Optimization exercise on an open flow, not production practice.
RTL: at most simulated, not proved equivalent.
Function not checked: run 2.
Power: default activity.

==> flow/design.v, too long to show whole: its modules and the start of the top module <==
// module cm_mul: 875 lines
// module cm_fa: 4 lines
// module cm_ha: 4 lines
// module cm_xor2: 3 lines
// module cm_ao22: 3 lines
// module complex_multiplier: 110 lines
module complex_multiplier
#(
    parameter INTEGER_WIDTH = 3,
    parameter FRACTIONAL_WIDTH = 13
)
(
    input  wire                                          clk,
    input  wire                                          rst_n,
    input  wire                                          input_a_tvalid,
    output wire                                          input_a_tready,
    input  wire [2*(INTEGER_WIDTH+FRACTIONAL_WIDTH)-1:0] input_a_tdata,
    input  wire                                          input_b_tvalid,
    output wire                                          input_b_tready,
    input  wire [2*(INTEGER_WIDTH+FRACTIONAL_WIDTH)-1:0] input_b_tdata,
    output reg                                           output_prod_tvalid,
    input  wire                                          output_prod_tready,
    output wire [2*(INTEGER_WIDTH+FRACTIONAL_WIDTH)-1:0] output_prod_tdata
);
  // ...
==> flow/flow/run.sh <==
#!/bin/bash
# The standard layout (standard.sh), with the port buffers made as sky130_fd_sc_hd__buf_2
# cells instead of buffer_ports' default, and timing repair aiming at 5.8 ns of setup slack.
set -euo pipefail
export BUFFER_PORTS_ARGS="-buffer_cell sky130_fd_sc_hd__buf_2"
export SETUP_SLACK_MARGIN=5.8
bash standard.sh > standard.log 2>&1
==> flow/standard.sh <==
#!/bin/bash
# synth_recipe.tcl (not shown) runs the flow's synth.tcl, then flattens the netlist and writes it again
# the make line also repeats each setting of config.mk as NAME=value (left out here)
make -C /OpenROAD-flow-scripts/flow DESIGN_CONFIG=/design/flow/config.mk WORK_HOME=/design/flow/orfs CLKGATE_MAP_FILE= SYNTH_SCRIPT=/design/flow/synth_recipe.tcl "${@:-finish}"
==> flow/config.mk <==
export PLATFORM = sky130hd
export DESIGN_NAME = complex_multiplier
export DESIGN_NICKNAME = complex_multiplier
export VERILOG_FILES = /design/flow/design.v
export SDC_FILE = /design/flow/constraint.sdc
export NUM_CORES = 4
export LEC_CHECK = 0
export CAP_MARGIN = 20
export CORE_MARGIN = 2
export CORE_UTILIZATION = 40
export SLEW_MARGIN = 20
export SYNTH_HIERARCHICAL = 1
export SYNTH_MINIMUM_KEEP_SIZE = 0
==> flow/constraint.sdc <==
create_clock -name core_clock -period 10.0 [get_ports {clk}]
set_input_delay 2.0000 -clock core_clock [delete_from_list [all_inputs] [get_ports {clk}]]
set_output_delay 2.0000 -clock core_clock [all_outputs]
set_load 0.01 [all_outputs]
==> results.toml, run 1 <==
[run_status]
status = "timing/DRC/antenna clean"

[clock_network]
cts_buffers = 38
post_cts_resized = 5
clk_pin_slew_worst_paths_ns = 0.06

[route]
wl_met1_um = 41900

[critical_path]
cp.required_ns = 10.28
timing.rr.start = "bi[18]"
critical_path.top_delay_family = "adder cells"
path_buf_inv = 1

[hold_path]
hold_class = "flop to flop"
holdPathEnd = "q0[22]"

[place]
dp.final_hpwl_um = 65500
placed_area_mm2 = 0.0346

[final_layout]
clkbuf_count = 41
layout_common_cells = "534 x xor2_1, 528 x a22o_1, 346 x fa_1"
n_antenna_cell = 0
stdcell_count = 4040

[grt]
grtUsageMet1_pct = 30.9

[logic_synthesis]
ys_seq_area_share_pct = 25.1
synth_xor_area_share_pct = 15.7
synth_edf_count = 274

[timing]
clock.fmax_mhz = 245
setup_tns_ns = 0
period_minus_slack_ns = 4.07

[floorplan]
taps = 1070
Testbench counts, summed over its fixed seeds: cycles 12,024, items 12,000.
==> module cm_mul, before the edit <==
module cm_mul (input wire [15:0] x, input wire [7:0] one, input wire [7:0] two, input wire [7:0] neg, input wire ys,
               output wire [14:0] a, output wire [14:0] b, output wire cl, output wire sgn);
    wire pp0_0;
    wire w0_0;
    wire pp0_1;
    wire w0_1;
    wire pp0_2;
    wire w0_2;
    wire pp0_3;
    wire w0_3;
    wire pp0_4;
    wire w0_4;
    wire pp0_5;
    wire w0_5;
    wire pp0_6;
    wire w0_6;
    wire pp0_7;
    wire w0_7;
    wire pp0_8;
    wire w0_8;
    wire pp0_9;
    wire w0_9;
    wire pp0_10;
    wire w0_10;
    wire pp0_11;
    wire w0_11;
    wire pp0_12;
    wire w0_12;
    wire pp0_13;
    wire w0_13;
    wire pp0_14;
    wire w0_14;
    wire pp0_15;
    wire w0_15;
    wire pp0_16;
    wire pp0_16_n;
    wire pp1_0;
    wire w1_0;
    wire pp1_1;
    wire w1_1;
    wire pp1_2;
    wire w1_2;
    wire pp1_3;
    wire w1_3;
    wire pp1_4;
    wire w1_4;
    wire pp1_5;
    wire w1_5;
    wire pp1_6;
    wire w1_6;
    wire pp1_7;
    wire w1_7;
    wire pp1_8;
    wire w1_8;
    wire pp1_9;
    wire w1_9;
    wire pp1_10;
    wire w1_10;
    wire pp1_11;
    wire w1_11;
    wire pp1_12;
    wire w1_12;
    wire pp1_13;
    wire w1_13;
    wire pp1_14;
    wire w1_14;
    wire pp1_15;
    wire w1_15;
    wire pp1_16;
    wire pp1_16_n;
    wire pp2_0;
    wire w2_0;
    wire pp2_1;
    wire w2_1;
    wire pp2_2;
    wire w2_2;
    wire pp2_3;
    wire w2_3;
    wire pp2_4;
    wire w2_4;
    wire pp2_5;
    wire w2_5;
    wire pp2_6;
    wire w2_6;
    wire pp2_7;
    wire w2_7;
    wire pp2_8;
    wire w2_8;
    wire pp2_9;
    wire w2_9;
    wire pp2_10;
    wire w2_10;
    wire pp2_11;
    wire w2_11;
    wire pp2_12;
    wire w2_12;
    wire pp2_13;
    wire w2_13;
    wire pp2_14;
    wire w2_14;
    wire pp2_15;
    wire w2_15;
    wire pp2_16;
    wire pp2_16_n;
    wire pp3_0;
    wire w3_0;
    wire pp3_1;
    wire w3_1;
    wire pp3_2;
    wire w3_2;
    wire pp3_3;
    wire w3_3;
    wire pp3_4;
    wire w3_4;
    wire pp3_5;
    wire w3_5;
    wire pp3_6;
    wire w3_6;
    wire pp3_7;
    wire w3_7;
    wire pp3_8;
    wire w3_8;
    wire pp3_9;
    wire w3_9;
    wire pp3_10;
    wire w3_10;
    wire pp3_11;
    wire w3_11;
    wire pp3_12;
    wire w3_12;
    wire pp3_13;
    wire w3_13;
    wire pp3_14;
    wire w3_14;
    wire pp3_15;
    wire w3_15;
    wire pp3_16;
    wire pp3_16_n;
    wire pp4_0;
    wire w4_0;
    wire pp4_1;
    wire w4_1;
    wire pp4_2;
    wire w4_2;
    wire pp4_3;
    wire w4_3;
    wire pp4_4;
    wire w4_4;
    wire pp4_5;
    wire w4_5;
    wire pp4_6;
    wire w4_6;
    wire pp4_7;
    wire w4_7;
    wire pp4_8;
    wire w4_8;
    wire pp4_9;
    wire w4_9;
    wire pp4_10;
    wire w4_10;
    wire pp4_11;
    wire w4_11;
    wire pp4_12;
    wire w4_12;
    wire pp4_13;
    wire w4_13;
    wire pp4_14;
    wire w4_14;
    wire pp4_15;
    wire w4_15;
    wire pp4_16;
    wire pp4_16_n;
    wire pp5_0;
    wire w5_0;
    wire pp5_1;
    wire w5_1;
    wire pp5_2;
    wire w5_2;
    wire pp5_3;
    wire w5_3;
    wire pp5_4;
    wire w5_4;
    wire pp5_5;
    wire w5_5;
    wire pp5_6;
    wire w5_6;
    wire pp5_7;
    wire w5_7;
    wire pp5_8;
    wire w5_8;
    wire pp5_9;
    wire w5_9;
    wire pp5_10;
    wire w5_10;
    wire pp5_11;
    wire w5_11;
    wire pp5_12;
    wire w5_12;
    wire pp5_13;
    wire w5_13;
    wire pp5_14;
    wire w5_14;
    wire pp5_15;
    wire w5_15;
    wire pp5_16;
    wire pp5_16_n;
    wire pp6_0;
    wire w6_0;
    wire pp6_1;
    wire w6_1;
    wire pp6_2;
    wire w6_2;
    wire pp6_3;
    wire w6_3;
    wire pp6_4;
    wire w6_4;
    wire pp6_5;
    wire w6_5;
    wire pp6_6;
    wire w6_6;
    wire pp6_7;
    wire w6_7;
    wire pp6_8;
    wire w6_8;
    wire pp6_9;
    wire w6_9;
    wire pp6_10;
    wire w6_10;
    wire pp6_11;
    wire w6_11;
    wire pp6_12;
    wire w6_12;
    wire pp6_13;
    wire w6_13;
    wire pp6_14;
    wire w6_14;
    wire pp6_15;
    wire w6_15;
    wire pp7_0;
    wire w7_0;
    wire pp7_1;
    wire w7_1;
    wire pp7_2;
    wire w7_2;
    wire pp7_3;
    wire w7_3;
    wire pp7_4;
    wire w7_4;
    wire pp7_5;
    wire w7_5;
    wire pp7_6;
    wire w7_6;
    wire pp7_7;
    wire w7_7;
    wire pp7_8;
    wire w7_8;
    wire pp7_9;
    wire w7_9;
    wire pp7_10;
    wire w7_10;
    wire pp7_11;
    wire w7_11;
    wire pp7_12;
    wire w7_12;
    wire pp7_13;
    wire w7_13;
    wire s1;
    wire c2;
    wire s3;
    wire c4;
    wire s5;
    wire c6;
    wire s7;
    wire c8;
    wire s9;
    wire c10;
    wire s11;
    wire c12;
    wire s13;
    wire c14;
    wire s15;
    wire c16;
    wire s17;
    wire c18;
    wire s19;
    wire c20;
    wire s21;
    wire c22;
    wire s23;
    wire c24;
    wire s25;
    wire c26;
    wire s27;
    wire c28;
    wire s29;
    wire c30;
    wire s31;
    wire c32;
    wire s33;
    wire c34;
    wire s35;
    wire c36;
    wire s37;
    wire c38;
    wire s39;
    wire c40;
    wire s41;
    wire c42;
    wire s43;
    wire c44;
    wire s45;
    wire c46;
    wire s47;
    wire c48;
    wire s49;
    wire c50;
    wire s51;
    wire c52;
    wire s53;
    wire c54;
    wire s55;
    wire c56;
    wire s57;
    wire c58;
    wire s59;
    wire c60;
    wire s61;
    wire c62;
    wire s63;
    wire c64;
    wire s65;
    wire c66;
    wire s67;
    wire c68;
    wire s69;
    wire c70;
    wire s71;
    wire c72;
    wire s73;
    wire c74;
    wire s75;
    wire c76;
    wire s77;
    wire c78;
    wire s79;
    wire c80;
    wire s81;
    wire c82;
    wire s83;
    wire c84;
    wire s85;
    wire c86;
    wire s87;
    wire c88;
    wire s89;
    wire c90;
    wire s91;
    wire c92;
    wire s93;
    wire c94;
    wire s95;
    wire c96;
    wire s97;
    wire c98;
    wire s99;
    wire c100;
    wire s101;
    wire c102;
    wire s103;
    wire c104;
    wire s105;
    wire c106;
    wire s107;
    wire c108;
    wire s109;
    wire c110;
    wire s111;
    wire c112;
    wire s113;
    wire c114;
    wire s115;
    wire c116;
    wire s117;
    wire c118;
    wire s119;
    wire c120;
    wire s121;
    wire c122;
    wire s123;
    wire c124;
    wire s125;
    wire c126;
    wire s127;
    wire c128;
    wire s129;
    wire c130;
    wire s131;
    wire c132;
    wire s133;
    wire c134;
    wire s135;
    wire c136;
    wire s137;
    wire c138;
    wire s139;
    wire c140;
    wire s141;
    wire c142;
    wire s143;
    wire c144;
    wire s145;
    wire c146;
    wire s147;
    wire c148;
    wire s149;
    wire c150;
    wire s151;
    wire c152;
    wire s153;
    wire c154;
    wire s155;
    wire c156;
    wire s157;
    wire c158;
    wire s159;
    wire c160;
    wire s161;
    wire c162;
    wire s163;
    wire c164;
    wire s165;
    wire c166;
    wire s167;
    wire c168;
    wire s169;
    wire c170;
    wire s171;
    wire c172;
    wire s173;
    wire c174;
    wire s175;
    wire c176;
    wire s177;
    wire c178;
    wire s179;
    wire c180;
    wire s181;
    wire c182;
    wire s183;
    wire c184;
    wire s185;
    wire c186;
    wire s187;
    wire c188;
    wire s189;
    wire c190;
    wire s191;
    wire c192;
    wire s193;
    wire c194;
    wire s195;
    wire c196;
    wire s197;
    wire c198;
    wire s199;
    wire c200;
    wire s201;
    wire c202;
    wire s203;
    wire c204;
    wire s205;
    wire c206;
    wire s207;
    wire c208;
    wire s209;
    wire c210;
    wire s211;
    wire c212;
    wire s213;
    wire c214;
    wire s215;
    wire c216;
    wire s217;
    wire c218;
    wire s219;
    wire c220;
    cm_xor2 u_w0_0 (.a(x[0]), .b(neg[0]), .y(w0_0));
    cm_ao22 u_pp0_0 (.a1(one[0]), .a2(w0_0), .b1(two[0]), .b2(neg[0]), .y(pp0_0));
    cm_xor2 u_w0_1 (.a(x[1]), .b(neg[0]), .y(w0_1));
    cm_ao22 u_pp0_1 (.a1(one[0]), .a2(w0_1), .b1(two[0]), .b2(w0_0), .y(pp0_1));
    cm_xor2 u_w0_2 (.a(x[2]), .b(neg[0]), .y(w0_2));
    cm_ao22 u_pp0_2 (.a1(one[0]), .a2(w0_2), .b1(two[0]), .b2(w0_1), .y(pp0_2));
    cm_xor2 u_w0_3 (.a(x[3]), .b(neg[0]), .y(w0_3));
    cm_ao22 u_pp0_3 (.a1(one[0]), .a2(w0_3), .b1(two[0]), .b2(w0_2), .y(pp0_3));
    cm_xor2 u_w0_4 (.a(x[4]), .b(neg[0]), .y(w0_4));
    cm_ao22 u_pp0_4 (.a1(one[0]), .a2(w0_4), .b1(two[0]), .b2(w0_3), .y(pp0_4));
    cm_xor2 u_w0_5 (.a(x[5]), .b(neg[0]), .y(w0_5));
    cm_ao22 u_pp0_5 (.a1(one[0]), .a2(w0_5), .b1(two[0]), .b2(w0_4), .y(pp0_5));
    cm_xor2 u_w0_6 (.a(x[6]), .b(neg[0]), .y(w0_6));
    cm_ao22 u_pp0_6 (.a1(one[0]), .a2(w0_6), .b1(two[0]), .b2(w0_5), .y(pp0_6));
    cm_xor2 u_w0_7 (.a(x[7]), .b(neg[0]), .y(w0_7));
    cm_ao22 u_pp0_7 (.a1(one[0]), .a2(w0_7), .b1(two[0]), .b2(w0_6), .y(pp0_7));
    cm_xor2 u_w0_8 (.a(x[8]), .b(neg[0]), .y(w0_8));
    cm_ao22 u_pp0_8 (.a1(one[0]), .a2(w0_8), .b1(two[0]), .b2(w0_7), .y(pp0_8));
    cm_xor2 u_w0_9 (.a(x[9]), .b(neg[0]), .y(w0_9));
    cm_ao22 u_pp0_9 (.a1(one[0]), .a2(w0_9), .b1(two[0]), .b2(w0_8), .y(pp0_9));
    cm_xor2 u_w0_10 (.a(x[10]), .b(neg[0]), .y(w0_10));
    cm_ao22 u_pp0_10 (.a1(one[0]), .a2(w0_10), .b1(two[0]), .b2(w0_9), .y(pp0_10));
    cm_xor2 u_w0_11 (.a(x[11]), .b(neg[0]), .y(w0_11));
    cm_ao22 u_pp0_11 (.a1(one[0]), .a2(w0_11), .b1(two[0]), .b2(w0_10), .y(pp0_11));
    cm_xor2 u_w0_12 (.a(x[12]), .b(neg[0]), .y(w0_12));
    cm_ao22 u_pp0_12 (.a1(one[0]), .a2(w0_12), .b1(two[0]), .b2(w0_11), .y(pp0_12));
    cm_xor2 u_w0_13 (.a(x[13]), .b(neg[0]), .y(w0_13));
    cm_ao22 u_pp0_13 (.a1(one[0]), .a2(w0_13), .b1(two[0]), .b2(w0_12), .y(pp0_13));
    cm_xor2 u_w0_14 (.a(x[14]), .b(neg[0]), .y(w0_14));
    cm_ao22 u_pp0_14 (.a1(one[0]), .a2(w0_14), .b1(two[0]), .b2(w0_13), .y(pp0_14));
    cm_xor2 u_w0_15 (.a(x[15]), .b(neg[0]), .y(w0_15));
    cm_ao22 u_pp0_15 (.a1(one[0]), .a2(w0_15), .b1(two[0]), .b2(w0_14), .y(pp0_15));
    cm_ao22 u_pp0_16 (.a1(one[0]), .a2(w0_15), .b1(two[0]), .b2(w0_15), .y(pp0_16_n));
    assign pp0_16 = ~pp0_16_n;
    cm_xor2 u_w1_0 (.a(x[0]), .b(neg[1]), .y(w1_0));
    cm_ao22 u_pp1_0 (.a1(one[1]), .a2(w1_0), .b1(two[1]), .b2(neg[1]), .y(pp1_0));
    cm_xor2 u_w1_1 (.a(x[1]), .b(neg[1]), .y(w1_1));
    cm_ao22 u_pp1_1 (.a1(one[1]), .a2(w1_1), .b1(two[1]), .b2(w1_0), .y(pp1_1));
    cm_xor2 u_w1_2 (.a(x[2]), .b(neg[1]), .y(w1_2));
    cm_ao22 u_pp1_2 (.a1(one[1]), .a2(w1_2), .b1(two[1]), .b2(w1_1), .y(pp1_2));
    cm_xor2 u_w1_3 (.a(x[3]), .b(neg[1]), .y(w1_3));
    cm_ao22 u_pp1_3 (.a1(one[1]), .a2(w1_3), .b1(two[1]), .b2(w1_2), .y(pp1_3));
    cm_xor2 u_w1_4 (.a(x[4]), .b(neg[1]), .y(w1_4));
    cm_ao22 u_pp1_4 (.a1(one[1]), .a2(w1_4), .b1(two[1]), .b2(w1_3), .y(pp1_4));
    cm_xor2 u_w1_5 (.a(x[5]), .b(neg[1]), .y(w1_5));
    cm_ao22 u_pp1_5 (.a1(one[1]), .a2(w1_5), .b1(two[1]), .b2(w1_4), .y(pp1_5));
    cm_xor2 u_w1_6 (.a(x[6]), .b(neg[1]), .y(w1_6));
    cm_ao22 u_pp1_6 (.a1(one[1]), .a2(w1_6), .b1(two[1]), .b2(w1_5), .y(pp1_6));
    cm_xor2 u_w1_7 (.a(x[7]), .b(neg[1]), .y(w1_7));
    cm_ao22 u_pp1_7 (.a1(one[1]), .a2(w1_7), .b1(two[1]), .b2(w1_6), .y(pp1_7));
    cm_xor2 u_w1_8 (.a(x[8]), .b(neg[1]), .y(w1_8));
    cm_ao22 u_pp1_8 (.a1(one[1]), .a2(w1_8), .b1(two[1]), .b2(w1_7), .y(pp1_8));
    cm_xor2 u_w1_9 (.a(x[9]), .b(neg[1]), .y(w1_9));
    cm_ao22 u_pp1_9 (.a1(one[1]), .a2(w1_9), .b1(two[1]), .b2(w1_8), .y(pp1_9));
    cm_xor2 u_w1_10 (.a(x[10]), .b(neg[1]), .y(w1_10));
    cm_ao22 u_pp1_10 (.a1(one[1]), .a2(w1_10), .b1(two[1]), .b2(w1_9), .y(pp1_10));
    cm_xor2 u_w1_11 (.a(x[11]), .b(neg[1]), .y(w1_11));
    cm_ao22 u_pp1_11 (.a1(one[1]), .a2(w1_11), .b1(two[1]), .b2(w1_10), .y(pp1_11));
    cm_xor2 u_w1_12 (.a(x[12]), .b(neg[1]), .y(w1_12));
    cm_ao22 u_pp1_12 (.a1(one[1]), .a2(w1_12), .b1(two[1]), .b2(w1_11), .y(pp1_12));
    cm_xor2 u_w1_13 (.a(x[13]), .b(neg[1]), .y(w1_13));
    cm_ao22 u_pp1_13 (.a1(one[1]), .a2(w1_13), .b1(two[1]), .b2(w1_12), .y(pp1_13));
    cm_xor2 u_w1_14 (.a(x[14]), .b(neg[1]), .y(w1_14));
    cm_ao22 u_pp1_14 (.a1(one[1]), .a2(w1_14), .b1(two[1]), .b2(w1_13), .y(pp1_14));
    cm_xor2 u_w1_15 (.a(x[15]), .b(neg[1]), .y(w1_15));
    cm_ao22 u_pp1_15 (.a1(one[1]), .a2(w1_15), .b1(two[1]), .b2(w1_14), .y(pp1_15));
    cm_ao22 u_pp1_16 (.a1(one[1]), .a2(w1_15), .b1(two[1]), .b2(w1_15), .y(pp1_16_n));
    assign pp1_16 = ~pp1_16_n;
    cm_xor2 u_w2_0 (.a(x[0]), .b(neg[2]), .y(w2_0));
    cm_ao22 u_pp2_0 (.a1(one[2]), .a2(w2_0), .b1(two[2]), .b2(neg[2]), .y(pp2_0));
    cm_xor2 u_w2_1 (.a(x[1]), .b(neg[2]), .y(w2_1));
    cm_ao22 u_pp2_1 (.a1(one[2]), .a2(w2_1), .b1(two[2]), .b2(w2_0), .y(pp2_1));
    cm_xor2 u_w2_2 (.a(x[2]), .b(neg[2]), .y(w2_2));
    cm_ao22 u_pp2_2 (.a1(one[2]), .a2(w2_2), .b1(two[2]), .b2(w2_1), .y(pp2_2));
    cm_xor2 u_w2_3 (.a(x[3]), .b(neg[2]), .y(w2_3));
    cm_ao22 u_pp2_3 (.a1(one[2]), .a2(w2_3), .b1(two[2]), .b2(w2_2), .y(pp2_3));
    cm_xor2 u_w2_4 (.a(x[4]), .b(neg[2]), .y(w2_4));
    cm_ao22 u_pp2_4 (.a1(one[2]), .a2(w2_4), .b1(two[2]), .b2(w2_3), .y(pp2_4));
    cm_xor2 u_w2_5 (.a(x[5]), .b(neg[2]), .y(w2_5));
    cm_ao22 u_pp2_5 (.a1(one[2]), .a2(w2_5), .b1(two[2]), .b2(w2_4), .y(pp2_5));
    cm_xor2 u_w2_6 (.a(x[6]), .b(neg[2]), .y(w2_6));
    cm_ao22 u_pp2_6 (.a1(one[2]), .a2(w2_6), .b1(two[2]), .b2(w2_5), .y(pp2_6));
    cm_xor2 u_w2_7 (.a(x[7]), .b(neg[2]), .y(w2_7));
    cm_ao22 u_pp2_7 (.a1(one[2]), .a2(w2_7), .b1(two[2]), .b2(w2_6), .y(pp2_7));
    cm_xor2 u_w2_8 (.a(x[8]), .b(neg[2]), .y(w2_8));
    cm_ao22 u_pp2_8 (.a1(one[2]), .a2(w2_8), .b1(two[2]), .b2(w2_7), .y(pp2_8));
    cm_xor2 u_w2_9 (.a(x[9]), .b(neg[2]), .y(w2_9));
    cm_ao22 u_pp2_9 (.a1(one[2]), .a2(w2_9), .b1(two[2]), .b2(w2_8), .y(pp2_9));
    cm_xor2 u_w2_10 (.a(x[10]), .b(neg[2]), .y(w2_10));
    cm_ao22 u_pp2_10 (.a1(one[2]), .a2(w2_10), .b1(two[2]), .b2(w2_9), .y(pp2_10));
    cm_xor2 u_w2_11 (.a(x[11]), .b(neg[2]), .y(w2_11));
    cm_ao22 u_pp2_11 (.a1(one[2]), .a2(w2_11), .b1(two[2]), .b2(w2_10), .y(pp2_11));
    cm_xor2 u_w2_12 (.a(x[12]), .b(neg[2]), .y(w2_12));
    cm_ao22 u_pp2_12 (.a1(one[2]), .a2(w2_12), .b1(two[2]), .b2(w2_11), .y(pp2_12));
    cm_xor2 u_w2_13 (.a(x[13]), .b(neg[2]), .y(w2_13));
    cm_ao22 u_pp2_13 (.a1(one[2]), .a2(w2_13), .b1(two[2]), .b2(w2_12), .y(pp2_13));
    cm_xor2 u_w2_14 (.a(x[14]), .b(neg[2]), .y(w2_14));
    cm_ao22 u_pp2_14 (.a1(one[2]), .a2(w2_14), .b1(two[2]), .b2(w2_13), .y(pp2_14));
    cm_xor2 u_w2_15 (.a(x[15]), .b(neg[2]), .y(w2_15));
    cm_ao22 u_pp2_15 (.a1(one[2]), .a2(w2_15), .b1(two[2]), .b2(w2_14), .y(pp2_15));
    cm_ao22 u_pp2_16 (.a1(one[2]), .a2(w2_15), .b1(two[2]), .b2(w2_15), .y(pp2_16_n));
    assign pp2_16 = ~pp2_16_n;
    cm_xor2 u_w3_0 (.a(x[0]), .b(neg[3]), .y(w3_0));
    cm_ao22 u_pp3_0 (.a1(one[3]), .a2(w3_0), .b1(two[3]), .b2(neg[3]), .y(pp3_0));
    cm_xor2 u_w3_1 (.a(x[1]), .b(neg[3]), .y(w3_1));
    cm_ao22 u_pp3_1 (.a1(one[3]), .a2(w3_1), .b1(two[3]), .b2(w3_0), .y(pp3_1));
    cm_xor2 u_w3_2 (.a(x[2]), .b(neg[3]), .y(w3_2));
    cm_ao22 u_pp3_2 (.a1(one[3]), .a2(w3_2), .b1(two[3]), .b2(w3_1), .y(pp3_2));
    cm_xor2 u_w3_3 (.a(x[3]), .b(neg[3]), .y(w3_3));
    cm_ao22 u_pp3_3 (.a1(one[3]), .a2(w3_3), .b1(two[3]), .b2(w3_2), .y(pp3_3));
    cm_xor2 u_w3_4 (.a(x[4]), .b(neg[3]), .y(w3_4));
    cm_ao22 u_pp3_4 (.a1(one[3]), .a2(w3_4), .b1(two[3]), .b2(w3_3), .y(pp3_4));
    cm_xor2 u_w3_5 (.a(x[5]), .b(neg[3]), .y(w3_5));
    cm_ao22 u_pp3_5 (.a1(one[3]), .a2(w3_5), .b1(two[3]), .b2(w3_4), .y(pp3_5));
    cm_xor2 u_w3_6 (.a(x[6]), .b(neg[3]), .y(w3_6));
    cm_ao22 u_pp3_6 (.a1(one[3]), .a2(w3_6), .b1(two[3]), .b2(w3_5), .y(pp3_6));
    cm_xor2 u_w3_7 (.a(x[7]), .b(neg[3]), .y(w3_7));
    cm_ao22 u_pp3_7 (.a1(one[3]), .a2(w3_7), .b1(two[3]), .b2(w3_6), .y(pp3_7));
    cm_xor2 u_w3_8 (.a(x[8]), .b(neg[3]), .y(w3_8));
    cm_ao22 u_pp3_8 (.a1(one[3]), .a2(w3_8), .b1(two[3]), .b2(w3_7), .y(pp3_8));
    cm_xor2 u_w3_9 (.a(x[9]), .b(neg[3]), .y(w3_9));
    cm_ao22 u_pp3_9 (.a1(one[3]), .a2(w3_9), .b1(two[3]), .b2(w3_8), .y(pp3_9));
    cm_xor2 u_w3_10 (.a(x[10]), .b(neg[3]), .y(w3_10));
    cm_ao22 u_pp3_10 (.a1(one[3]), .a2(w3_10), .b1(two[3]), .b2(w3_9), .y(pp3_10));
    cm_xor2 u_w3_11 (.a(x[11]), .b(neg[3]), .y(w3_11));
    cm_ao22 u_pp3_11 (.a1(one[3]), .a2(w3_11), .b1(two[3]), .b2(w3_10), .y(pp3_11));
    cm_xor2 u_w3_12 (.a(x[12]), .b(neg[3]), .y(w3_12));
    cm_ao22 u_pp3_12 (.a1(one[3]), .a2(w3_12), .b1(two[3]), .b2(w3_11), .y(pp3_12));
    cm_xor2 u_w3_13 (.a(x[13]), .b(neg[3]), .y(w3_13));
    cm_ao22 u_pp3_13 (.a1(one[3]), .a2(w3_13), .b1(two[3]), .b2(w3_12), .y(pp3_13));
    cm_xor2 u_w3_14 (.a(x[14]), .b(neg[3]), .y(w3_14));
    cm_ao22 u_pp3_14 (.a1(one[3]), .a2(w3_14), .b1(two[3]), .b2(w3_13), .y(pp3_14));
    cm_xor2 u_w3_15 (.a(x[15]), .b(neg[3]), .y(w3_15));
    cm_ao22 u_pp3_15 (.a1(one[3]), .a2(w3_15), .b1(two[3]), .b2(w3_14), .y(pp3_15));
    cm_ao22 u_pp3_16 (.a1(one[3]), .a2(w3_15), .b1(two[3]), .b2(w3_15), .y(pp3_16_n));
    assign pp3_16 = ~pp3_16_n;
    cm_xor2 u_w4_0 (.a(x[0]), .b(neg[4]), .y(w4_0));
    cm_ao22 u_pp4_0 (.a1(one[4]), .a2(w4_0), .b1(two[4]), .b2(neg[4]), .y(pp4_0));
    cm_xor2 u_w4_1 (.a(x[1]), .b(neg[4]), .y(w4_1));
    cm_ao22 u_pp4_1 (.a1(one[4]), .a2(w4_1), .b1(two[4]), .b2(w4_0), .y(pp4_1));
    cm_xor2 u_w4_2 (.a(x[2]), .b(neg[4]), .y(w4_2));
    cm_ao22 u_pp4_2 (.a1(one[4]), .a2(w4_2), .b1(two[4]), .b2(w4_1), .y(pp4_2));
    cm_xor2 u_w4_3 (.a(x[3]), .b(neg[4]), .y(w4_3));
    cm_ao22 u_pp4_3 (.a1(one[4]), .a2(w4_3), .b1(two[4]), .b2(w4_2), .y(pp4_3));
    cm_xor2 u_w4_4 (.a(x[4]), .b(neg[4]), .y(w4_4));
    cm_ao22 u_pp4_4 (.a1(one[4]), .a2(w4_4), .b1(two[4]), .b2(w4_3), .y(pp4_4));
    cm_xor2 u_w4_5 (.a(x[5]), .b(neg[4]), .y(w4_5));
    cm_ao22 u_pp4_5 (.a1(one[4]), .a2(w4_5), .b1(two[4]), .b2(w4_4), .y(pp4_5));
    cm_xor2 u_w4_6 (.a(x[6]), .b(neg[4]), .y(w4_6));
    cm_ao22 u_pp4_6 (.a1(one[4]), .a2(w4_6), .b1(two[4]), .b2(w4_5), .y(pp4_6));
    cm_xor2 u_w4_7 (.a(x[7]), .b(neg[4]), .y(w4_7));
    cm_ao22 u_pp4_7 (.a1(one[4]), .a2(w4_7), .b1(two[4]), .b2(w4_6), .y(pp4_7));
    cm_xor2 u_w4_8 (.a(x[8]), .b(neg[4]), .y(w4_8));
    cm_ao22 u_pp4_8 (.a1(one[4]), .a2(w4_8), .b1(two[4]), .b2(w4_7), .y(pp4_8));
    cm_xor2 u_w4_9 (.a(x[9]), .b(neg[4]), .y(w4_9));
    cm_ao22 u_pp4_9 (.a1(one[4]), .a2(w4_9), .b1(two[4]), .b2(w4_8), .y(pp4_9));
    cm_xor2 u_w4_10 (.a(x[10]), .b(neg[4]), .y(w4_10));
    cm_ao22 u_pp4_10 (.a1(one[4]), .a2(w4_10), .b1(two[4]), .b2(w4_9), .y(pp4_10));
    cm_xor2 u_w4_11 (.a(x[11]), .b(neg[4]), .y(w4_11));
    cm_ao22 u_pp4_11 (.a1(one[4]), .a2(w4_11), .b1(two[4]), .b2(w4_10), .y(pp4_11));
    cm_xor2 u_w4_12 (.a(x[12]), .b(neg[4]), .y(w4_12));
    cm_ao22 u_pp4_12 (.a1(one[4]), .a2(w4_12), .b1(two[4]), .b2(w4_11), .y(pp4_12));
    cm_xor2 u_w4_13 (.a(x[13]), .b(neg[4]), .y(w4_13));
    cm_ao22 u_pp4_13 (.a1(one[4]), .a2(w4_13), .b1(two[4]), .b2(w4_12), .y(pp4_13));
    cm_xor2 u_w4_14 (.a(x[14]), .b(neg[4]), .y(w4_14));
    cm_ao22 u_pp4_14 (.a1(one[4]), .a2(w4_14), .b1(two[4]), .b2(w4_13), .y(pp4_14));
    cm_xor2 u_w4_15 (.a(x[15]), .b(neg[4]), .y(w4_15));
    cm_ao22 u_pp4_15 (.a1(one[4]), .a2(w4_15), .b1(two[4]), .b2(w4_14), .y(pp4_15));
    cm_ao22 u_pp4_16 (.a1(one[4]), .a2(w4_15), .b1(two[4]), .b2(w4_15), .y(pp4_16_n));
    assign pp4_16 = ~pp4_16_n;
    cm_xor2 u_w5_0 (.a(x[0]), .b(neg[5]), .y(w5_0));
    cm_ao22 u_pp5_0 (.a1(one[5]), .a2(w5_0), .b1(two[5]), .b2(neg[5]), .y(pp5_0));
    cm_xor2 u_w5_1 (.a(x[1]), .b(neg[5]), .y(w5_1));
    cm_ao22 u_pp5_1 (.a1(one[5]), .a2(w5_1), .b1(two[5]), .b2(w5_0), .y(pp5_1));
    cm_xor2 u_w5_2 (.a(x[2]), .b(neg[5]), .y(w5_2));
    cm_ao22 u_pp5_2 (.a1(one[5]), .a2(w5_2), .b1(two[5]), .b2(w5_1), .y(pp5_2));
    cm_xor2 u_w5_3 (.a(x[3]), .b(neg[5]), .y(w5_3));
    cm_ao22 u_pp5_3 (.a1(one[5]), .a2(w5_3), .b1(two[5]), .b2(w5_2), .y(pp5_3));
    cm_xor2 u_w5_4 (.a(x[4]), .b(neg[5]), .y(w5_4));
    cm_ao22 u_pp5_4 (.a1(one[5]), .a2(w5_4), .b1(two[5]), .b2(w5_3), .y(pp5_4));
    cm_xor2 u_w5_5 (.a(x[5]), .b(neg[5]), .y(w5_5));
    cm_ao22 u_pp5_5 (.a1(one[5]), .a2(w5_5), .b1(two[5]), .b2(w5_4), .y(pp5_5));
    cm_xor2 u_w5_6 (.a(x[6]), .b(neg[5]), .y(w5_6));
    cm_ao22 u_pp5_6 (.a1(one[5]), .a2(w5_6), .b1(two[5]), .b2(w5_5), .y(pp5_6));
    cm_xor2 u_w5_7 (.a(x[7]), .b(neg[5]), .y(w5_7));
    cm_ao22 u_pp5_7 (.a1(one[5]), .a2(w5_7), .b1(two[5]), .b2(w5_6), .y(pp5_7));
    cm_xor2 u_w5_8 (.a(x[8]), .b(neg[5]), .y(w5_8));
    cm_ao22 u_pp5_8 (.a1(one[5]), .a2(w5_8), .b1(two[5]), .b2(w5_7), .y(pp5_8));
    cm_xor2 u_w5_9 (.a(x[9]), .b(neg[5]), .y(w5_9));
    cm_ao22 u_pp5_9 (.a1(one[5]), .a2(w5_9), .b1(two[5]), .b2(w5_8), .y(pp5_9));
    cm_xor2 u_w5_10 (.a(x[10]), .b(neg[5]), .y(w5_10));
    cm_ao22 u_pp5_10 (.a1(one[5]), .a2(w5_10), .b1(two[5]), .b2(w5_9), .y(pp5_10));
    cm_xor2 u_w5_11 (.a(x[11]), .b(neg[5]), .y(w5_11));
    cm_ao22 u_pp5_11 (.a1(one[5]), .a2(w5_11), .b1(two[5]), .b2(w5_10), .y(pp5_11));
    cm_xor2 u_w5_12 (.a(x[12]), .b(neg[5]), .y(w5_12));
    cm_ao22 u_pp5_12 (.a1(one[5]), .a2(w5_12), .b1(two[5]), .b2(w5_11), .y(pp5_12));
    cm_xor2 u_w5_13 (.a(x[13]), .b(neg[5]), .y(w5_13));
    cm_ao22 u_pp5_13 (.a1(one[5]), .a2(w5_13), .b1(two[5]), .b2(w5_12), .y(pp5_13));
    cm_xor2 u_w5_14 (.a(x[14]), .b(neg[5]), .y(w5_14));
    cm_ao22 u_pp5_14 (.a1(one[5]), .a2(w5_14), .b1(two[5]), .b2(w5_13), .y(pp5_14));
    cm_xor2 u_w5_15 (.a(x[15]), .b(neg[5]), .y(w5_15));
    cm_ao22 u_pp5_15 (.a1(one[5]), .a2(w5_15), .b1(two[5]), .b2(w5_14), .y(pp5_15));
    cm_ao22 u_pp5_16 (.a1(one[5]), .a2(w5_15), .b1(two[5]), .b2(w5_15), .y(pp5_16_n));
    assign pp5_16 = ~pp5_16_n;
    cm_xor2 u_w6_0 (.a(x[0]), .b(neg[6]), .y(w6_0));
    cm_ao22 u_pp6_0 (.a1(one[6]), .a2(w6_0), .b1(two[6]), .b2(neg[6]), .y(pp6_0));
    cm_xor2 u_w6_1 (.a(x[1]), .b(neg[6]), .y(w6_1));
    cm_ao22 u_pp6_1 (.a1(one[6]), .a2(w6_1), .b1(two[6]), .b2(w6_0), .y(pp6_1));
    cm_xor2 u_w6_2 (.a(x[2]), .b(neg[6]), .y(w6_2));
    cm_ao22 u_pp6_2 (.a1(one[6]), .a2(w6_2), .b1(two[6]), .b2(w6_1), .y(pp6_2));
    cm_xor2 u_w6_3 (.a(x[3]), .b(neg[6]), .y(w6_3));
    cm_ao22 u_pp6_3 (.a1(one[6]), .a2(w6_3), .b1(two[6]), .b2(w6_2), .y(pp6_3));
    cm_xor2 u_w6_4 (.a(x[4]), .b(neg[6]), .y(w6_4));
    cm_ao22 u_pp6_4 (.a1(one[6]), .a2(w6_4), .b1(two[6]), .b2(w6_3), .y(pp6_4));
    cm_xor2 u_w6_5 (.a(x[5]), .b(neg[6]), .y(w6_5));
    cm_ao22 u_pp6_5 (.a1(one[6]), .a2(w6_5), .b1(two[6]), .b2(w6_4), .y(pp6_5));
    cm_xor2 u_w6_6 (.a(x[6]), .b(neg[6]), .y(w6_6));
    cm_ao22 u_pp6_6 (.a1(one[6]), .a2(w6_6), .b1(two[6]), .b2(w6_5), .y(pp6_6));
    cm_xor2 u_w6_7 (.a(x[7]), .b(neg[6]), .y(w6_7));
    cm_ao22 u_pp6_7 (.a1(one[6]), .a2(w6_7), .b1(two[6]), .b2(w6_6), .y(pp6_7));
    cm_xor2 u_w6_8 (.a(x[8]), .b(neg[6]), .y(w6_8));
    cm_ao22 u_pp6_8 (.a1(one[6]), .a2(w6_8), .b1(two[6]), .b2(w6_7), .y(pp6_8));
    cm_xor2 u_w6_9 (.a(x[9]), .b(neg[6]), .y(w6_9));
    cm_ao22 u_pp6_9 (.a1(one[6]), .a2(w6_9), .b1(two[6]), .b2(w6_8), .y(pp6_9));
    cm_xor2 u_w6_10 (.a(x[10]), .b(neg[6]), .y(w6_10));
    cm_ao22 u_pp6_10 (.a1(one[6]), .a2(w6_10), .b1(two[6]), .b2(w6_9), .y(pp6_10));
    cm_xor2 u_w6_11 (.a(x[11]), .b(neg[6]), .y(w6_11));
    cm_ao22 u_pp6_11 (.a1(one[6]), .a2(w6_11), .b1(two[6]), .b2(w6_10), .y(pp6_11));
    cm_xor2 u_w6_12 (.a(x[12]), .b(neg[6]), .y(w6_12));
    cm_ao22 u_pp6_12 (.a1(one[6]), .a2(w6_12), .b1(two[6]), .b2(w6_11), .y(pp6_12));
    cm_xor2 u_w6_13 (.a(x[13]), .b(neg[6]), .y(w6_13));
    cm_ao22 u_pp6_13 (.a1(one[6]), .a2(w6_13), .b1(two[6]), .b2(w6_12), .y(pp6_13));
    cm_xor2 u_w6_14 (.a(x[14]), .b(neg[6]), .y(w6_14));
    cm_ao22 u_pp6_14 (.a1(one[6]), .a2(w6_14), .b1(two[6]), .b2(w6_13), .y(pp6_14));
    cm_xor2 u_w6_15 (.a(x[15]), .b(neg[6]), .y(w6_15));
    cm_ao22 u_pp6_15 (.a1(one[6]), .a2(w6_15), .b1(two[6]), .b2(w6_14), .y(pp6_15));
    cm_xor2 u_w7_0 (.a(x[0]), .b(neg[7]), .y(w7_0));
    cm_ao22 u_pp7_0 (.a1(one[7]), .a2(w7_0), .b1(two[7]), .b2(neg[7]), .y(pp7_0));
    cm_xor2 u_w7_1 (.a(x[1]), .b(neg[7]), .y(w7_1));
    cm_ao22 u_pp7_1 (.a1(one[7]), .a2(w7_1), .b1(two[7]), .b2(w7_0), .y(pp7_1));
    cm_xor2 u_w7_2 (.a(x[2]), .b(neg[7]), .y(w7_2));
    cm_ao22 u_pp7_2 (.a1(one[7]), .a2(w7_2), .b1(two[7]), .b2(w7_1), .y(pp7_2));
    cm_xor2 u_w7_3 (.a(x[3]), .b(neg[7]), .y(w7_3));
    cm_ao22 u_pp7_3 (.a1(one[7]), .a2(w7_3), .b1(two[7]), .b2(w7_2), .y(pp7_3));
    cm_xor2 u_w7_4 (.a(x[4]), .b(neg[7]), .y(w7_4));
    cm_ao22 u_pp7_4 (.a1(one[7]), .a2(w7_4), .b1(two[7]), .b2(w7_3), .y(pp7_4));
    cm_xor2 u_w7_5 (.a(x[5]), .b(neg[7]), .y(w7_5));
    cm_ao22 u_pp7_5 (.a1(one[7]), .a2(w7_5), .b1(two[7]), .b2(w7_4), .y(pp7_5));
    cm_xor2 u_w7_6 (.a(x[6]), .b(neg[7]), .y(w7_6));
    cm_ao22 u_pp7_6 (.a1(one[7]), .a2(w7_6), .b1(two[7]), .b2(w7_5), .y(pp7_6));
    cm_xor2 u_w7_7 (.a(x[7]), .b(neg[7]), .y(w7_7));
    cm_ao22 u_pp7_7 (.a1(one[7]), .a2(w7_7), .b1(two[7]), .b2(w7_6), .y(pp7_7));
    cm_xor2 u_w7_8 (.a(x[8]), .b(neg[7]), .y(w7_8));
    cm_ao22 u_pp7_8 (.a1(one[7]), .a2(w7_8), .b1(two[7]), .b2(w7_7), .y(pp7_8));
    cm_xor2 u_w7_9 (.a(x[9]), .b(neg[7]), .y(w7_9));
    cm_ao22 u_pp7_9 (.a1(one[7]), .a2(w7_9), .b1(two[7]), .b2(w7_8), .y(pp7_9));
    cm_xor2 u_w7_10 (.a(x[10]), .b(neg[7]), .y(w7_10));
    cm_ao22 u_pp7_10 (.a1(one[7]), .a2(w7_10), .b1(two[7]), .b2(w7_9), .y(pp7_10));
    cm_xor2 u_w7_11 (.a(x[11]), .b(neg[7]), .y(w7_11));
    cm_ao22 u_pp7_11 (.a1(one[7]), .a2(w7_11), .b1(two[7]), .b2(w7_10), .y(pp7_11));
    cm_xor2 u_w7_12 (.a(x[12]), .b(neg[7]), .y(w7_12));
    cm_ao22 u_pp7_12 (.a1(one[7]), .a2(w7_12), .b1(two[7]), .b2(w7_11), .y(pp7_12));
    cm_xor2 u_w7_13 (.a(x[13]), .b(neg[7]), .y(w7_13));
    cm_ao22 u_pp7_13 (.a1(one[7]), .a2(w7_13), .b1(two[7]), .b2(w7_12), .y(pp7_13));
    cm_ha u_s1 (.a(pp0_10), .b(pp1_8), .s(s1), .co(c2));
    cm_ha u_s3 (.a(pp0_11), .b(pp1_9), .s(s3), .co(c4));
    cm_fa u_s5 (.a(pp0_12), .b(pp1_10), .ci(pp2_8), .s(s5), .co(c6));
    cm_ha u_s7 (.a(pp3_6), .b(pp4_4), .s(s7), .co(c8));
    cm_fa u_s9 (.a(pp0_13), .b(pp1_11), .ci(pp2_9), .s(s9), .co(c10));
    cm_ha u_s11 (.a(pp3_7), .b(pp4_5), .s(s11), .co(c12));
    cm_fa u_s13 (.a(pp0_14), .b(pp1_12), .ci(pp2_10), .s(s13), .co(c14));
    cm_fa u_s15 (.a(pp3_8), .b(pp4_6), .ci(pp5_4), .s(s15), .co(c16));
    cm_ha u_s17 (.a(pp6_2), .b(pp7_0), .s(s17), .co(c18));
    cm_fa u_s19 (.a(pp0_15), .b(pp1_13), .ci(pp2_11), .s(s19), .co(c20));
    cm_fa u_s21 (.a(pp3_9), .b(pp4_7), .ci(pp5_5), .s(s21), .co(c22));
    cm_ha u_s23 (.a(pp6_3), .b(pp7_1), .s(s23), .co(c24));
    cm_fa u_s25 (.a(pp0_16), .b(pp1_14), .ci(pp2_12), .s(s25), .co(c26));
    cm_fa u_s27 (.a(pp3_10), .b(pp4_8), .ci(pp5_6), .s(s27), .co(c28));
    assign s29 = ~(pp6_4 ^ pp7_2);
    assign c30 = pp6_4 | pp7_2;
    cm_fa u_s31 (.a(pp1_15), .b(pp2_13), .ci(pp3_11), .s(s31), .co(c32));
    cm_fa u_s33 (.a(pp4_9), .b(pp5_7), .ci(pp6_5), .s(s33), .co(c34));
    assign s35 = ~pp7_3;
    assign c36 = pp7_3;
    cm_fa u_s37 (.a(pp1_16), .b(pp2_14), .ci(pp3_12), .s(s37), .co(c38));
    cm_fa u_s39 (.a(pp4_10), .b(pp5_8), .ci(pp6_6), .s(s39), .co(c40));
    cm_fa u_s41 (.a(pp2_15), .b(pp3_13), .ci(pp4_11), .s(s41), .co(c42));
    cm_ha u_s43 (.a(pp5_9), .b(pp6_7), .s(s43), .co(c44));
    cm_fa u_s45 (.a(pp2_16), .b(pp3_14), .ci(pp4_12), .s(s45), .co(c46));
    cm_ha u_s47 (.a(pp3_15), .b(pp4_13), .s(s47), .co(c48));
    cm_ha u_s49 (.a(pp0_6), .b(pp1_4), .s(s49), .co(c50));
    cm_ha u_s51 (.a(pp0_7), .b(pp1_5), .s(s51), .co(c52));
    cm_fa u_s53 (.a(pp0_8), .b(pp1_6), .ci(pp2_4), .s(s53), .co(c54));
    cm_ha u_s55 (.a(pp3_2), .b(pp4_0), .s(s55), .co(c56));
    cm_fa u_s57 (.a(pp0_9), .b(pp1_7), .ci(pp2_5), .s(s57), .co(c58));
    cm_ha u_s59 (.a(pp3_3), .b(pp4_1), .s(s59), .co(c60));
    cm_fa u_s61 (.a(s1), .b(pp2_6), .ci(pp3_4), .s(s61), .co(c62));
    cm_fa u_s63 (.a(pp4_2), .b(pp5_0), .ci(neg[5]), .s(s63), .co(c64));
    cm_fa u_s65 (.a(s3), .b(pp2_7), .ci(pp3_5), .s(s65), .co(c66));
    cm_fa u_s67 (.a(pp4_3), .b(pp5_1), .ci(c2), .s(s67), .co(c68));
    cm_fa u_s69 (.a(s5), .b(s7), .ci(pp5_2), .s(s69), .co(c70));
    cm_fa u_s71 (.a(pp6_0), .b(neg[6]), .ci(c4), .s(s71), .co(c72));
    cm_fa u_s73 (.a(s9), .b(s11), .ci(pp5_3), .s(s73), .co(c74));
    cm_fa u_s75 (.a(pp6_1), .b(c6), .ci(c8), .s(s75), .co(c76));
    cm_fa u_s77 (.a(s13), .b(s15), .ci(s17), .s(s77), .co(c78));
    cm_fa u_s79 (.a(neg[7]), .b(c10), .ci(c12), .s(s79), .co(c80));
    cm_fa u_s81 (.a(s19), .b(s21), .ci(s23), .s(s81), .co(c82));
    cm_fa u_s83 (.a(c14), .b(c16), .ci(c18), .s(s83), .co(c84));
    cm_fa u_s85 (.a(s25), .b(s27), .ci(s29), .s(s85), .co(c86));
    cm_fa u_s87 (.a(c20), .b(c22), .ci(c24), .s(s87), .co(c88));
    cm_fa u_s89 (.a(s31), .b(s33), .ci(s35), .s(s89), .co(c90));
    cm_fa u_s91 (.a(c26), .b(c28), .ci(c30), .s(s91), .co(c92));
    cm_fa u_s93 (.a(s37), .b(s39), .ci(pp7_4), .s(s93), .co(c94));
    cm_fa u_s95 (.a(c32), .b(c34), .ci(c36), .s(s95), .co(c96));
    cm_fa u_s97 (.a(s41), .b(s43), .ci(pp7_5), .s(s97), .co(c98));
    assign s99 = ~(c38 ^ c40);
    assign c100 = c38 | c40;
    cm_fa u_s101 (.a(s45), .b(pp5_10), .ci(pp6_8), .s(s101), .co(c102));
    cm_fa u_s103 (.a(pp7_6), .b(c42), .ci(c44), .s(s103), .co(c104));
    cm_fa u_s105 (.a(s47), .b(pp5_11), .ci(pp6_9), .s(s105), .co(c106));
    assign s107 = ~(pp7_7 ^ c46);
    assign c108 = pp7_7 | c46;
    cm_fa u_s109 (.a(pp3_16), .b(pp4_14), .ci(pp5_12), .s(s109), .co(c110));
    cm_fa u_s111 (.a(pp6_10), .b(pp7_8), .ci(c48), .s(s111), .co(c112));
    cm_fa u_s113 (.a(pp4_15), .b(pp5_13), .ci(pp6_11), .s(s113), .co(c114));
    assign s115 = ~pp7_9;
    assign c116 = pp7_9;
    cm_fa u_s117 (.a(pp4_16), .b(pp5_14), .ci(pp6_12), .s(s117), .co(c118));
    cm_ha u_s119 (.a(pp5_15), .b(pp6_13), .s(s119), .co(c120));
    cm_ha u_s121 (.a(pp0_4), .b(pp1_2), .s(s121), .co(c122));
    cm_ha u_s123 (.a(pp0_5), .b(pp1_3), .s(s123), .co(c124));
    cm_fa u_s125 (.a(s49), .b(pp2_2), .ci(pp3_0), .s(s125), .co(c126));
    cm_fa u_s127 (.a(s51), .b(pp2_3), .ci(pp3_1), .s(s127), .co(c128));
    cm_fa u_s129 (.a(s53), .b(s55), .ci(neg[4]), .s(s129), .co(c130));
    cm_fa u_s131 (.a(s57), .b(s59), .ci(c54), .s(s131), .co(c132));
    cm_fa u_s133 (.a(s61), .b(s63), .ci(c58), .s(s133), .co(c134));
    cm_fa u_s135 (.a(s65), .b(s67), .ci(c62), .s(s135), .co(c136));
    cm_fa u_s137 (.a(s69), .b(s71), .ci(c66), .s(s137), .co(c138));
    cm_fa u_s139 (.a(s73), .b(s75), .ci(c70), .s(s139), .co(c140));
    cm_fa u_s141 (.a(s77), .b(s79), .ci(c74), .s(s141), .co(c142));
    cm_fa u_s143 (.a(s81), .b(s83), .ci(c78), .s(s143), .co(c144));
    cm_fa u_s145 (.a(s85), .b(s87), .ci(c82), .s(s145), .co(c146));
    cm_fa u_s147 (.a(s89), .b(s91), .ci(c86), .s(s147), .co(c148));
    cm_fa u_s149 (.a(s93), .b(s95), .ci(c90), .s(s149), .co(c150));
    cm_fa u_s151 (.a(s97), .b(s99), .ci(c94), .s(s151), .co(c152));
    cm_fa u_s153 (.a(s101), .b(s103), .ci(c98), .s(s153), .co(c154));
    cm_fa u_s155 (.a(s105), .b(s107), .ci(c102), .s(s155), .co(c156));
    cm_fa u_s157 (.a(s109), .b(s111), .ci(c106), .s(s157), .co(c158));
    cm_fa u_s159 (.a(s113), .b(s115), .ci(c110), .s(s159), .co(c160));
    cm_fa u_s161 (.a(s117), .b(pp7_10), .ci(c114), .s(s161), .co(c162));
    assign s163 = ~(s119 ^ pp7_11);
    assign c164 = s119 | pp7_11;
    cm_fa u_s165 (.a(pp5_16), .b(pp6_14), .ci(pp7_12), .s(s165), .co(c166));
    cm_ha u_s167 (.a(pp6_15), .b(pp7_13), .s(s167), .co(c168));
    cm_ha u_s169 (.a(pp0_2), .b(pp1_0), .s(s169), .co(c170));
    cm_ha u_s171 (.a(pp0_3), .b(pp1_1), .s(s171), .co(c172));
    cm_fa u_s173 (.a(s121), .b(pp2_0), .ci(neg[2]), .s(s173), .co(c174));
    cm_fa u_s175 (.a(s123), .b(pp2_1), .ci(c122), .s(s175), .co(c176));
    cm_fa u_s177 (.a(s125), .b(neg[3]), .ci(c124), .s(s177), .co(c178));
    cm_fa u_s179 (.a(s127), .b(c50), .ci(c126), .s(s179), .co(c180));
    cm_fa u_s181 (.a(s129), .b(c52), .ci(c128), .s(s181), .co(c182));
    cm_fa u_s183 (.a(s131), .b(c56), .ci(c130), .s(s183), .co(c184));
    cm_fa u_s185 (.a(s133), .b(c60), .ci(c132), .s(s185), .co(c186));
    cm_fa u_s187 (.a(s135), .b(c64), .ci(c134), .s(s187), .co(c188));
    cm_fa u_s189 (.a(s137), .b(c68), .ci(c136), .s(s189), .co(c190));
    cm_fa u_s191 (.a(s139), .b(c72), .ci(c138), .s(s191), .co(c192));
    cm_fa u_s193 (.a(s141), .b(c76), .ci(c140), .s(s193), .co(c194));
    cm_fa u_s195 (.a(s143), .b(c80), .ci(c142), .s(s195), .co(c196));
    cm_fa u_s197 (.a(s145), .b(c84), .ci(c144), .s(s197), .co(c198));
    cm_fa u_s199 (.a(s147), .b(c88), .ci(c146), .s(s199), .co(c200));
    cm_fa u_s201 (.a(s149), .b(c92), .ci(c148), .s(s201), .co(c202));
    cm_fa u_s203 (.a(s151), .b(c96), .ci(c150), .s(s203), .co(c204));
    cm_fa u_s205 (.a(s153), .b(c100), .ci(c152), .s(s205), .co(c206));
    cm_fa u_s207 (.a(s155), .b(c104), .ci(c154), .s(s207), .co(c208));
    cm_fa u_s209 (.a(s157), .b(c108), .ci(c156), .s(s209), .co(c210));
    cm_fa u_s211 (.a(s159), .b(c112), .ci(c158), .s(s211), .co(c212));
    cm_fa u_s213 (.a(s161), .b(c116), .ci(c160), .s(s213), .co(c214));
    cm_fa u_s215 (.a(s163), .b(c118), .ci(c162), .s(s215), .co(c216));
    cm_fa u_s217 (.a(s165), .b(c120), .ci(c164), .s(s217), .co(c218));
    assign s219 = ~(s167 ^ c166);
    assign c220 = s167 | c166;
    wire [27:0] ra = {s219, s217, s215, s213, s211, s209, s207, s205, s203, s201, s199, s197, s195, s193, s191, s189, s187, s185, s183, s181, s179, s177, s175, s173, s171, s169, pp0_1, pp0_0};
    wire [27:0] rb = {c218, c216, c214, c212, c210, c208, c206, c204, c202, c200, c198, c196, c194, c192, c190, c188, c186, c184, c182, c180, c178, c176, c174, c172, c170, neg[1], 1'b0, neg[0]};
    wire [13:0] lo = ra[12:0] + rb[12:0];
    assign cl = lo[13];
    assign a = ra[27:13];
    assign b = rb[27:13];
    assign sgn = (x[15] ^ ys) & (|x) & (|(one | two));
endmodule
==> run 2: changes to the inputs <==
--- a/flow/design.v
+++ b/flow/design.v
@@ -1,12 +1,12 @@
 `default_nettype none
 `timescale 1ns / 1ps
 module cm_mul (input wire [15:0] x, input wire [7:0] one, input wire [7:0] two, input wire [7:0] neg, input wire ys,
-               output wire [14:0] a, output wire [14:0] b, output wire cl, output wire sgn);
+               output wire [18:0] a, output wire [18:0] b, output wire cl, output wire sgn);
     wire pp0_0;
     wire w0_0;
     wire pp0_1;
     wire w0_1;
     wire pp0_2;
     wire w0_2;
     wire pp0_3;
     wire w0_3;
@@ -864,20 +864,20 @@
     cm_fa u_s211 (.a(s159), .b(c112), .ci(c158), .s(s211), .co(c212));
     cm_fa u_s213 (.a(s161), .b(c116), .ci(c160), .s(s213), .co(c214));
     cm_fa u_s215 (.a(s163), .b(c118), .ci(c162), .s(s215), .co(c216));
     cm_fa u_s217 (.a(s165), .b(c120), .ci(c164), .s(s217), .co(c218));
     assign s219 = ~(s167 ^ c166);
     assign c220 = s167 | c166;
     wire [27:0] ra = {s219, s217, s215, s213, s211, s209, s207, s205, s203, s201, s199, s197, s195, s193, s191, s189, s187, s185, s183, s181, s179, s177, s175, s173, s171, s169, pp0_1, pp0_0};
     wire [27:0] rb = {c218, c216, c214, c212, c210, c208, c206, c204, c202, c200, c198, c196, c194, c192, c190, c188, c186, c184, c182, c180, c178, c176, c174, c172, c170, neg[1], 1'b0, neg[0]};
-    wire [13:0] lo = ra[12:0] + rb[12:0];
-    assign cl = lo[13];
-    assign a = ra[27:13];
-    assign b = rb[27:13];
+    wire [9:0] lo = ra[8:0] + rb[8:0];
+    assign cl = lo[9];
+    assign a = ra[27:9];
+    assign b = rb[27:9];
     assign sgn = (x[15] ^ ys) & (|x) & (|(one | two));
 endmodule
 module cm_fa (input wire a, input wire b, input wire ci, output wire s, output wire co);
     assign s = a ^ b ^ ci;
     assign co = (a & b) | (a & ci) | (b & ci);
 endmodule
 module cm_ha (input wire a, input wire b, output wire s, output wire co);
     assign s = a ^ b;
@@ -924,61 +924,66 @@
                 booth_enc[k]      = y1 ^ y0;                                    
                 booth_enc[8 + k]  = (y2 & ~y1 & ~y0) | (~y2 & y1 & y0);         
                 booth_enc[16 + k] = y2 & ~(y1 & y0);                            
             end
             booth_enc[24] = y[15];
         end
     endfunction
     reg  [31:0] q0, q1;
+    reg         wp, rp;
     wire take = output_prod_tready;                     
-    wire en1  = ~v1 | ~q1v;                             
+    wire en1  = ~v1 | ~q1v | take;                      
     wire en0  = ~v0 | en1;
     wire rdy  = ~(v0 & v1 & q1v);
     assign input_a_tready = rdy;
     assign input_b_tready = rdy;
-    assign output_prod_tdata = q0;
+    assign output_prod_tdata = rp ? q1 : q0;
     wire fire = input_a_tvalid & input_b_tvalid & rdy;
     wire mv1  = v1 & en1;                               
     always @(posedge clk) begin
         if (!rst_n) begin
             v0 <= 1'b0;
             v1 <= 1'b0;
             output_prod_tvalid <= 1'b0;
             q1v <= 1'b0;
+            wp <= 1'b0;
+            rp <= 1'b0;
         end else begin
+            if (mv1) wp <= ~wp;
+            if (output_prod_tvalid & take) rp <= ~rp;
             if (en0) v0 <= fire;
             if (en1) v1 <= v0;
             if (~output_prod_tvalid | take)
                 output_prod_tvalid <= q1v | mv1;
             if (q1v) begin
                 if (take) q1v <= mv1;
             end else begin
                 q1v <= mv1 & output_prod_tvalid & ~take;
             end
         end
     end
-    wire [14:0] m_a0, m_a1, m_a2, m_a3;
-    wire [14:0] m_b0, m_b1, m_b2, m_b3;
+    wire [18:0] m_a0, m_a1, m_a2, m_a3;
+    wire [18:0] m_b0, m_b1, m_b2, m_b3;
     wire [3:0]  m_c, m_s;
-    reg  [14:0] c_a0, c_a1, c_a2, c_a3;
-    reg  [14:0] c_b0, c_b1, c_b2, c_b3;
+    reg  [18:0] c_a0, c_a1, c_a2, c_a3;
+    reg  [18:0] c_b0, c_b1, c_b2, c_b3;
     reg  [3:0]  c_c, c_s;
     cm_mul mul_rr1 (.x(ar), .one(br[7:0]), .two(br[15:8]), .neg(br[23:16]), .ys(br[24]), .a(m_a0), .b(m_b0), .cl(m_c[0]), .sgn(m_s[0]));
     cm_mul mul_rr2 (.x(ai), .one(bi[7:0]), .two(bi[15:8]), .neg(bi[23:16]), .ys(bi[24]), .a(m_a1), .b(m_b1), .cl(m_c[1]), .sgn(m_s[1]));
     cm_mul mul_ri1 (.x(ar), .one(bi[7:0]), .two(bi[15:8]), .neg(bi[23:16]), .ys(bi[24]), .a(m_a2), .b(m_b2), .cl(m_c[2]), .sgn(m_s[2]));
     cm_mul mul_ri2 (.x(ai), .one(br[7:0]), .two(br[15:8]), .neg(br[23:16]), .ys(br[24]), .a(m_a3), .b(m_b3), .cl(m_c[3]), .sgn(m_s[3]));
-    wire [15:0] u0 = {c_a0, 1'b1} + {c_b0, c_c[0]};
-    wire [14:0] h0 = u0[15:1];    
-    wire [15:0] u1 = {c_a1, 1'b1} + {c_b1, c_c[1]};
-    wire [14:0] h1 = u1[15:1];    
-    wire [15:0] u2 = {c_a2, 1'b1} + {c_b2, c_c[2]};
-    wire [14:0] h2 = u2[15:1];    
-    wire [15:0] u3 = {c_a3, 1'b1} + {c_b3, c_c[3]};
-    wire [14:0] h3 = u3[15:1];    
+    wire [18:0] t0 = c_a0 + c_b0 + c_c[0];
+    wire [14:0] h0 = t0[18:4];
+    wire [18:0] t1 = c_a1 + c_b1 + c_c[1];
+    wire [14:0] h1 = t1[18:4];
+    wire [18:0] t2 = c_a2 + c_b2 + c_c[2];
+    wire [14:0] h2 = t2[18:4];
+    wire [18:0] t3 = c_a3 + c_b3 + c_c[3];
+    wire [14:0] h3 = t3[18:4];
     wire [15:0] prod_real = {c_s[0], h0} - {c_s[1], h1};
     wire [15:0] prod_imag = {c_s[2], h2} + {c_s[3], h3};
     always @(posedge clk) begin
         if (en0) begin
             ar <= input_a_tdata[15:0];
             ai <= input_a_tdata[31:16];
             br <= booth_enc(input_b_tdata[15:0]);
             bi <= booth_enc(input_b_tdata[31:16]);
@@ -990,14 +995,14 @@
             c_a3 <= m_a3;
             c_b0 <= m_b0;
             c_b1 <= m_b1;
             c_b2 <= m_b2;
             c_b3 <= m_b3;
             c_c <= m_c;
             c_s <= m_s;
         end
-        if (~output_prod_tvalid | take)
-            q0 <= q1v ? q1 : {prod_imag, prod_real};
-        if (~q1v | take)
+        if (mv1 & ~wp)
+            q0 <= {prod_imag, prod_real};
+        if (mv1 & wp)
             q1 <= {prod_imag, prod_real};
     end
 endmodule
==> flow/run.sh (new file) <==
#!/bin/bash
# synth_recipe.tcl (not shown) runs the flow's synth.tcl, then flattens the netlist and writes it again
# the make line also repeats each setting of config.mk as NAME=value (left out here)
make -C /OpenROAD-flow-scripts/flow DESIGN_CONFIG=/design/flow/config.mk WORK_HOME=/design/flow/orfs CLKGATE_MAP_FILE= SYNTH_SCRIPT=/design/flow/synth_recipe.tcl finish
==> flow/config.mk (replaced) <==
export PLATFORM = sky130hd
export DESIGN_NAME = complex_multiplier
export DESIGN_NICKNAME = complex_multiplier
export VERILOG_FILES = /design/flow/design.v
export SDC_FILE = /design/flow/constraint.sdc
export NUM_CORES = 4
export LEC_CHECK = 0
export CAP_MARGIN = 20
export CORE_MARGIN = 2
export CORE_UTILIZATION = 40
export SETUP_SLACK_MARGIN = 5
export SLEW_MARGIN = 20
export SYNTH_HIERARCHICAL = 1
export SYNTH_MINIMUM_KEEP_SIZE = 0
removed: flow/flow/run.sh
removed: flow/standard.sh
==> run 2 against run 1 <==
Against the previous run: maximum frequency is 12% lower; worst hold slack worse by 0.023 ns; core utilization is 0.34 points higher; die area is 2.9% higher; critical path depth is 7 lower; power is 7.7% lower; global-route usage is 0.60 points lower; synthesized area is 2.9% higher; combinational power is 13% lower; largest cell class unchanged.
==> results.toml, run 2 <==
[run_status]
status = "timing/DRC/antenna clean"

[critical_path]
path_depth = 3
critical_path.top_delay_family = "buffers and inverters"
path_buf_inv = 2
crit_chain = "buf_4, mux2_2, clkdlybuf4s50_1"
reg2regPathDepth = 15
cp.required_ns = 8.00
crit_fanout = 17
crit_path_max_incr_delay_ns = 0.80
critPathLaunchType = "flop"
arrival_ns = 2.61
cp-end-kind = "primary output"
reg2reg_slack_ns = 5.54
worst_path_max_delay_cell = "dfxtp_1"
critPathKind = "flop to primary output"

[floorplan]
io_pins = 104
rows = 106
die_w_um = 296
dieArea_mm2 = 0.0874
start_util_pct = 40.5
core_area_mm2 = 0.0840
dieHeight_um = 296

[route]
vias = 23500
ant_nets = 0
wl_um = 90200
wire_per_inst_um = 22.3
dr.pass1.iters = 5
via_per_inst = 5.80
drtIter0Drc = 2011
drc = 0

[hold_path]
hold_depth = 2
hold_class = "flop to flop"

[final_layout]
layout_commonest_cell = "xor2_1"
layout_common_cells = "538 x xor2_1, 528 x a22o_1, 342 x fa_1"
reg_top3 = "q0: 32 flops, q1: 32 flops"
drive_gt1_share_pct = 7.23
syn_to_final_growth_pct = 9.52
multiInputGateArea_mm2 = 0.0231
nets = 3533
final_util_pct = 44.4
regArea_mm2 = 0.00931
stdcell_count = 4054
n_fill_cell = 7777

[timing]
hold_viol_final = 0
setup_viol = 0
tightest_slew_ns = 0.985
post-route-period-util_pct = 46.1
period_minus_slack_ns = 4.61
setup_tns_ns = 0
skew_ns = 0.0193
clock.fmax_mhz = 217
hold_slack_ns = 0.495
slew_headroom_pct = 34.1
rsz0062_at_grt = "no"
slew_violations = 0

[logic_synthesis]
async_flop_share_pct = 0
synth_top_area_cell = "edfxtp_1"
synth_compound_area_share_pct = 18.6
synth_fa_ha_area_share_pct = 28.7
synth_cell_type_count = 73
synth_area_leaders = "edfxtp_1 27%, fa_1 20%, xor2_1 14%"
ys_seq_area_share_pct = 27.4
synth_top_area_share_pct = 27.0
synth_ff_type = "edfxtp_1"
synth_xor_area_share_pct = 15.4
synthesis.nets = 3463
synth.cell_area_mm2 = 0.0340
synth_mux_area_share_pct = 1.06
yosysMostFrequentCell = "xor2_1"
yosys.area_share.simple_pct = 4.09
synth_edf_count = 306
synthTopCellsByCount = "538 x xor2_1, 528 x a22o_1, 342 x fa_1, 306 x edfxtp_1, 232 x ha_1"
synth_top_family_by_area = "adder cells"
synth_area_per_cell_um2 = 12.1
synth_cells = 2820
yosysWarningCount = 7
synth_seq_cells = 312

[place]
port_buffers = 103
gp_congestion = 0.876
dp.cells = 3982
dp.final_hpwl_um = 64200

[clock_network]
clk_pin_slew_worst_paths_ns = 0.06
ctsHoldBuffers = 0
clk_latency_ns = 0.56
cts_buffers = 40
cts_tree = "yes"
cts_root_buffer = "clkbuf_16"
cts_setup_buffers = 0
clock_path_buffers = 3
cts_sinks = 312
ctsHtreeMaxLevel = 2
post_cts_resized = 0

[run]
drv_cap = 0

[grt]
first_global_vias = 23600
track_usage_pct = 20.9
antenna_found_initial = 3
grt_max_degree = 61
grt_pass1_wl_um = 142000
grt_overflow_total = 0

[pwr]
leakagePower_nw = 15.7
power.total_w = 0.0140
power.density_mw_per_mm2 = 375
peakVddDrop_mv = 0.275
==> run 2: cell count changes in the layout (fill, tap and decap cells not counted), moves of 9 or more <==
cell / previous run / this run
buf_2: 103 / 0
clkdlybuf4s50_1: 0 / 103
nand2_1: 64 / 27
edfxtp_1: 274 / 306
nor2_1: 65 / 48
nand3_1: 22 / 9
a21oi_1: 65 / 55
ha_1: 222 / 232
mux2_2: 22 / 32
nor4_1: 24 / 33
==> run 2: power breakdown <==
| part | internal (W) | total [W] | switching, W | leakage, nW |
|---|---|---|---|---|
| clock network | 0.000863 | 0.00145 | 0.000583 | 0.630 |
| logic | 0.00405 | 0.00957 | 0.00552 | 11.8 |
| registers | 0.00280 | 0.00294 | 0.000140 | 3.27 |
==> run 2: final cells by class <==
cell class	instances	share of cell area, %
multi-input cells	2224	62.0
repair buffers	188	4.48
clock inverters	22	0.678
well taps	1134	3.81
flip-flops and latches	312	25.0
clock buffers	49	2.83
diodes	1	0.00672
inverters	124	1.25
==> run 2: final timing paths <==
| path | end | startpoint |
|---|---|---|
| max | output_prod_tdata[5] | rp |
| min | v1 | v0 |
| max reg2reg | q0[13] | c_b1[0] |
| min reg2reg | v1 | v0 |
==> run 2: layer usage <==
layer	track usage, %	wire [µm]	vias to the layer above
li1	-	-	10600
met1	30.5	42000	11900
met2	31.7	39200	895
met3	3.69	6460	125
met4	5.89	2620	2
met5	0	13	-
==> run 2: per-stage QoR <==
step / area [µm²] / setup slack (ns)
after floorplan: 34000 / 5.53
after global placement: 35900 / 4.96
after detailed placement: 35900 / 4.88
after CTS: 37300 / 5.27
after global routing: 37300 / 5.20
final: 37300 / 5.39
==> run 2: logic make-up (layout without fill, tap and decap cells) <==
kind of cell    Yosys count  after routing
compound gates          769            769
mux                      32             32
fa+ha+maj               574            574
buf+inv                 284            383
simple gates            252            252
other cells               0              1
flops                   312            312
xor+xnor                597            597
==> run 2: worst register-to-register path, stage by stage (launching register included) <==
cell and delay (ns):
edfxtp_1 0.38, ha_1 0.30, a211oi_2 0.25, o21ai_1 0.16
a31oi_2 0.43, o221ai_2 0.25, a21o_2 0.28, a21oi_2 0.14
xor2_1 0.22, ha_1 0.33, a21oi_1 0.20, o21ai_0 0.14
or3_1 0.35, o211ai_1 0.19, or4b_1 0.45, o311ai_0 0.15
==> run 2: modules after synthesis (local to each module, per instance) <==
module              area [µm²]  copies in the design  cells inside
cm_ao22                   8.76                   528             1
cm_fa                     20.0                   340             1
cm_ha                     12.5                    72             1
cm_mul                     664                     4            97
cm_xor2                   8.76                   504             1
complex_multiplier       14600                     1           988
